This design comes from an exercise in tuning for small area, a short achievable clock period and few clock cycles on the open sky130 flow, not from production work. RTL that was checked went through simulation tests only; none was proved equivalent to the original.

==> module fp4_fft, before the edit <==
module fp4_fft #(
    parameter MAX_N = 32,
    parameter ADDR_WIDTH = $clog2(MAX_N)
)(
    input wire clk,
    input wire rst,
    input wire start,
    input wire [ADDR_WIDTH-1:0] N,  
    output reg done,
    output reg error,
    input wire [7:0] data_in,  
    input wire data_in_valid,  
    output reg [7:0] data_out,  
    output reg data_out_valid,  
    output reg fft_ready  
);
    reg n16, n8;
    always @(posedge clk) begin
        n16 <= (N == 5'd16);
        n8 <= (N == 5'd8);
    end
    wire [3:0] mask = n16 ? 4'hf : n8 ? 4'h7 : 4'h3;
    function [14:0] stage_ctl;
        input [3:0] x;
        input m16, m8;
        reg [3:0] l0, l1, l2, l3, l4, l5, cm, r;
        reg hi4;
        begin
            l0 = x - 4'd1;
            l1 = x - 4'd10;
            l2 = x - 4'd15;
            l3 = x - 4'd2;
            l4 = x - 4'd3;
            l5 = x - 4'd10;
            hi4 = m16 ? l4[3] : m8 ? l4[2] : l4[1];
            cm = x & (m16 ? 4'hf : m8 ? 4'h7 : 4'h3);
            r = m16 ? 4'd12 : m8 ? 4'd0 : 4'd2;
            stage_ctl[14] = m16 & l0[3];
            stage_ctl[13] = (m16 | m8) & l1[2];
            stage_ctl[12] = l2[1];
            stage_ctl[11] = l3[0];
            stage_ctl[10] = m16 & l1[3];
            stage_ctl[9:8] = m16 ? {l2[2], l2[3]} : m8 ? {l2[2], 1'b0} : 2'b00;
            stage_ctl[7:5] = m16 ? {l3[1], l3[2], l3[3]} : m8 ? {l3[1], l3[2], 1'b0} : {l3[1], 2'b00};
            stage_ctl[4] = hi4 & ~l4[0];
            stage_ctl[3] = m16 & l5[2] & ~l5[1];
            stage_ctl[2] = (cm >= r);
            stage_ctl[1] = (r != 4'd0) & (cm == r - 4'd1);
            stage_ctl[0] = 1'b0;
        end
    endfunction
    reg in_frame;  
    reg [3:0] c;  
    reg [5:0] fv;  
    reg en;  
    reg [14:0] ctl;  
    wire start_now = data_in_valid & ~in_frame & fft_ready;
    wire adv = in_frame ? data_in_valid : 1'b1;
    wire [3:0] cur = start_now ? 4'd0 : c;
    wire last = in_frame & data_in_valid & ((c & mask) == mask);
    wire wrap = adv & ((cur & mask) == mask);
    wire in_frame_n = start_now | (in_frame & ~last);
    wire [3:0] c_n = adv ? cur + 4'd1 : c;
    wire last_slot = ((c & mask) == mask);
    wire wrap_next = (((c + 4'd1) & mask) == 4'd0);
    wire [14:0] ctl_inc = stage_ctl(c + 4'd1, n16, n8);
    wire [14:0] ctl_one = stage_ctl(4'd1, N == 5'd16, N == 5'd8);
    always @(posedge clk)
        ctl <= ~adv ? ctl : start_now ? ctl_one : ctl_inc;
    wire ph8 = ctl[14], ph4 = ctl[13], ph2 = ctl[12], ph1 = ctl[11];
    wire k4 = ctl[10];
    wire [1:0] k2 = ctl[9:8];
    wire [2:0] k1 = ctl[7:5];
    wire cond1 = ctl[4], cond2 = ctl[3];
    wire out_v = n16 ? (ctl[2] ? fv[0] : fv[1]) : n8 ? fv[2] : (ctl[2] ? fv[4] : fv[5]);
    wire [5:0] keep = n16 ? 6'b000011 : n8 ? 6'b000111 : 6'b111111;
    always @(posedge clk or negedge rst) begin
        if (!rst) begin
            in_frame <= 1'b0;
            c <= 4'hf;  
            fv <= 6'b000000;
            fft_ready <= 1'b0;
            done <= 1'b0;
            error <= 1'b0;
            data_out_valid <= 1'b0;
            en <= 1'b0;
        end else begin
            in_frame <= in_frame_n;
            c <= c_n;
            en <= adv;
            fft_ready <= in_frame ? (data_in_valid & last_slot) : (~(data_in_valid & fft_ready) & wrap_next);
            done <= last;
            error <= start & ((N == 5'd0) | ((N & (N - 5'd1)) != 5'd0));
            data_out_valid <= en & out_v;
            if (wrap)
                fv <= {fv[4:0], in_frame} & keep;
            else if (en & ctl[1]) begin
                if (n16) fv[1] <= 1'b0;
                else fv[5] <= 1'b0;
            end
        end
    end
    reg [7:0] in_reg, o8, o4, o2;
    wire [7:0] s8, s4, s2, s1;
    wire [7:0] a8, a4, a2, a1, x8, y8, x4, y4, x2, y2, x1, y1;
    wire [7:0] b4 = o8;
    wire [7:0] b2 = o4;
    fp4_butterfly_w0 bf8 (.A(a8), .B(in_reg), .X(x8), .Y(y8));
    fp4_butterfly_w08 bf4 (.A(a4), .B(b4), .w8(k4), .X(x4), .Y(y4));
    fp4_butterfly_w2 bf2 (.A(a2), .B(b2), .w(k2), .X(x2), .Y(y2));
    fp4_butterfly bf1 (.A(a1), .B(o2), .widx(k1), .X(x1), .Y(y1));
    sdf_stage #(.D(8)) st8 (.clk(clk), .en(en), .phase(ph8), .s_in(in_reg),
                            .X(x8), .Y(y8), .A(a8), .s_out(s8));
    sdf_stage #(.D(4)) st4 (.clk(clk), .en(en), .phase(ph4), .s_in(b4),
                            .X(x4), .Y(y4), .A(a4), .s_out(s4));
    sdf_stage #(.D(2)) st2 (.clk(clk), .en(en), .phase(ph2), .s_in(b2),
                            .X(x2), .Y(y2), .A(a2), .s_out(s2));
    sdf_stage #(.D(1)) st1 (.clk(clk), .en(en), .phase(ph1), .s_in(o2),
                            .X(x1), .Y(y1), .A(a1), .s_out(s1));
    reg [55:0] rv1;
    reg [15:0] rv2;
    wire [7:0] tap1 = n16 ? rv1[55:48] : n8 ? rv1[23:16] : rv1[7:0];
    wire [7:0] q1 = cond1 ? s1 : tap1;
    wire [7:0] q2 = cond2 ? q1 : rv2[15:8];
    always @(posedge clk)
        in_reg <= data_in;
    always @(posedge clk) begin
        if (en) begin
            o8 <= s8;
            o4 <= s4;
            o2 <= s2;
            rv1 <= {rv1[47:0], cond1 ? tap1 : s1};
            rv2 <= {rv2[7:0], cond2 ? rv2[15:8] : q1};
            data_out <= q2;
        end
    end
endmodule
==> flow/config.mk <==
export PLATFORM = sky130hd
export DESIGN_NAME = fp4_fft
export DESIGN_NICKNAME = fp4_fft
export VERILOG_FILES = /design/flow/design.v
export SDC_FILE = /design/flow/constraint.sdc
export NUM_CORES = 4
export LEC_CHECK = 0
export ABC_AREA = 1
export CAP_MARGIN = 20
export CORE_MARGIN = 2
export CORE_UTILIZATION = 40
export CTS_BUF_LIST = sky130_fd_sc_hd__clkbuf_16
export CTS_CLUSTER_DIAMETER = 80
export CTS_CLUSTER_SIZE = 25
export SLEW_MARGIN = 20
export BUFFER_PORTS_ARGS = -buffer_cell sky130_fd_sc_hd__buf_4
export SETUP_SLACK_MARGIN = 15
==> flow/constraint.sdc <==
create_clock -name core_clock -period 20.0 [get_ports {clk}]
set_input_delay 4.0000 -clock core_clock [delete_from_list [all_inputs] [get_ports {clk}]]
set_output_delay 4.0000 -clock core_clock [all_outputs]
set_load 0.01 [all_outputs]
standard.sh (not shown) runs the stock make flow with config.mk's settings and CLKGATE_MAP_FILE= SYNTH_SCRIPT=/design/flow/synth_recipe.tcl, a recipe that flattens the netlist after the stock synthesis.
==> flow/flow/run.sh <==
#!/bin/bash
set -e
echo "export BUFFER_PORTS_ARGS = -buffer_cell sky130_fd_sc_hd__buf_4" >> "$FLOW_CONFIG"
echo "export SETUP_SLACK_MARGIN = 15" >> "$FLOW_CONFIG"
bash standard.sh > standard_flow.log 2>&1
Testbench counts at the start, summed over its fixed seeds: cycles 5,352.
Rerun with:
--- a/flow/design.v
+++ b/flow/design.v
@@ -1507,16 +1507,16 @@
         reg [3:0] l0, l1, l2, l3, l4, l5, cm, r;
         reg hi4;
         begin
             l0 = x - 4'd1;
-            l1 = x - 4'd10;
-            l2 = x - 4'd15;
-            l3 = x - 4'd2;
-            l4 = x - 4'd3;
-            l5 = x - 4'd10;
+            l1 = x - 4'd9;
+            l2 = x - 4'd14;
+            l3 = x - 4'd0;
+            l4 = x - 4'd1;
+            l5 = x - 4'd8;
             hi4 = m16 ? l4[3] : m8 ? l4[2] : l4[1];
             cm = x & (m16 ? 4'hf : m8 ? 4'h7 : 4'h3);
-            r = m16 ? 4'd12 : m8 ? 4'd0 : 4'd2;
+            r = m16 ? 4'd10 : m8 ? 4'd6 : 4'd0;
             stage_ctl[14] = m16 & l0[3];
             stage_ctl[13] = (m16 | m8) & l1[2];
             stage_ctl[12] = l2[1];
             stage_ctl[11] = l3[0];
@@ -1525,15 +1525,15 @@
             stage_ctl[7:5] = m16 ? {l3[1], l3[2], l3[3]} : m8 ? {l3[1], l3[2], 1'b0} : {l3[1], 2'b00};
             stage_ctl[4] = hi4 & ~l4[0];
             stage_ctl[3] = m16 & l5[2] & ~l5[1];
             stage_ctl[2] = (cm >= r);
-            stage_ctl[1] = (r != 4'd0) & (cm == r - 4'd1);
+            stage_ctl[1] = (cm == ((r - 4'd1) & (m16 ? 4'hf : m8 ? 4'h7 : 4'h3)));
             stage_ctl[0] = 1'b0;
         end
     endfunction
     reg in_frame;  
     reg [3:0] c;  
-    reg [5:0] fv;  
+    reg [4:0] fv;  
     reg en;  
     reg [14:0] ctl;  
     wire start_now = data_in_valid & ~in_frame & fft_ready;
     wire adv = in_frame ? data_in_valid : 1'b1;
@@ -1552,15 +1552,15 @@
     wire k4 = ctl[10];
     wire [1:0] k2 = ctl[9:8];
     wire [2:0] k1 = ctl[7:5];
     wire cond1 = ctl[4], cond2 = ctl[3];
-    wire out_v = n16 ? (ctl[2] ? fv[0] : fv[1]) : n8 ? fv[2] : (ctl[2] ? fv[4] : fv[5]);
-    wire [5:0] keep = n16 ? 6'b000011 : n8 ? 6'b000111 : 6'b111111;
+    wire out_v = n16 ? (ctl[2] ? fv[0] : fv[1]) : n8 ? (ctl[2] ? fv[1] : fv[2]) : fv[4];
+    wire [4:0] keep = n16 ? 5'b00011 : n8 ? 5'b00111 : 5'b11111;
     always @(posedge clk or negedge rst) begin
         if (!rst) begin
             in_frame <= 1'b0;
             c <= 4'hf;  
-            fv <= 6'b000000;
+            fv <= 5'b00000;
             fft_ready <= 1'b0;
             done <= 1'b0;
             error <= 1'b0;
             data_out_valid <= 1'b0;
@@ -1573,31 +1573,31 @@
             done <= last;
             error <= start & ((N == 5'd0) | ((N & (N - 5'd1)) != 5'd0));
             data_out_valid <= en & out_v;
             if (wrap)
-                fv <= {fv[4:0], in_frame} & keep;
+                fv <= {fv[3:0], in_frame} & keep;
             else if (en & ctl[1]) begin
                 if (n16) fv[1] <= 1'b0;
-                else fv[5] <= 1'b0;
+                else if (n8) fv[2] <= 1'b0;
             end
         end
     end
-    reg [7:0] in_reg, o8, o4, o2;
+    reg [7:0] in_reg, o4;
     wire [7:0] s8, s4, s2, s1;
     wire [7:0] a8, a4, a2, a1, x8, y8, x4, y4, x2, y2, x1, y1;
-    wire [7:0] b4 = o8;
+    wire [7:0] b4 = s8;
     wire [7:0] b2 = o4;
     fp4_butterfly_w0 bf8 (.A(a8), .B(in_reg), .X(x8), .Y(y8));
     fp4_butterfly_w08 bf4 (.A(a4), .B(b4), .w8(k4), .X(x4), .Y(y4));
     fp4_butterfly_w2 bf2 (.A(a2), .B(b2), .w(k2), .X(x2), .Y(y2));
-    fp4_butterfly bf1 (.A(a1), .B(o2), .widx(k1), .X(x1), .Y(y1));
+    fp4_butterfly bf1 (.A(a1), .B(s2), .widx(k1), .X(x1), .Y(y1));
     sdf_stage #(.D(8)) st8 (.clk(clk), .en(en), .phase(ph8), .s_in(in_reg),
                             .X(x8), .Y(y8), .A(a8), .s_out(s8));
     sdf_stage #(.D(4)) st4 (.clk(clk), .en(en), .phase(ph4), .s_in(b4),
                             .X(x4), .Y(y4), .A(a4), .s_out(s4));
     sdf_stage #(.D(2)) st2 (.clk(clk), .en(en), .phase(ph2), .s_in(b2),
                             .X(x2), .Y(y2), .A(a2), .s_out(s2));
-    sdf_stage #(.D(1)) st1 (.clk(clk), .en(en), .phase(ph1), .s_in(o2),
+    sdf_stage #(.D(1)) st1 (.clk(clk), .en(en), .phase(ph1), .s_in(s2),
                             .X(x1), .Y(y1), .A(a1), .s_out(s1));
     reg [55:0] rv1;
     reg [15:0] rv2;
     wire [7:0] tap1 = n16 ? rv1[55:48] : n8 ? rv1[23:16] : rv1[7:0];
@@ -1606,11 +1606,9 @@
     always @(posedge clk)
         in_reg <= data_in;
     always @(posedge clk) begin
         if (en) begin
-            o8 <= s8;
             o4 <= s4;
-            o2 <= s2;
             rv1 <= {rv1[47:0], cond1 ? tap1 : s1};
             rv2 <= {rv2[7:0], cond2 ? rv2[15:8] : q1};
             data_out <= q2;
         end
After rerunning:
- routed wire length increases by 17%
- worst setup slack loses 1.2 ns
- clock skew goes down by 0.017 ns
- area after synthesis shrinks by 3.5%
- via count climbs by about 9%
- sequential share of layout area shrinks by 8.1 points
- maximum frequency is lower by 19%
- first-iteration DRC count is higher by 11%
- cell area went up by 12%
- clock-buffer cell count came out lower by 2
- sequential cell count decreases by 17
- register-to-register slack got worse by 1.8 ns
- non-clock buffer count went up by 156
Function not checked in the second run of this note: the RTL went through the layout flow alone.

what the ideal ports hide:
The results above use ideal ports. As a check the final layouts listed here were re-extracted and re-timed, cells and wires unchanged. Step 1 sets driving cells, clkbuf_16 on the clock port and buf_2 on the other inputs (assumed; they add their load-dependent delay and slew). Step 2 adds t to the input delays and takes it off the output delays; t is the mean of the earliest and latest rising clock arrival at the registers after step 1. Input paths then give back, and output paths get back, about the clock's delay inside the block. Three values: ideal ports, drivers, drivers and shift; two values: the first two.
run | t (ns) | slack for setup (ns) | worst setup path after step 2 | slew at the worst register clock pin (ns) | pins driven straight from the clock port
the first run | 0.539 | 14.961 / 14.914 / 14.633 | input to register | 0.10 / 0.10 | 1
the second run | 0.529 | 13.786 / 13.786 / 13.786 | register to register | 0.10 / 0.10 | 1
After both steps setup and hold are still met in every run listed. For the first run, which loses most, drivers alone change the setup slack by -0.047 ns; drivers and shift together by -0.328 ns.
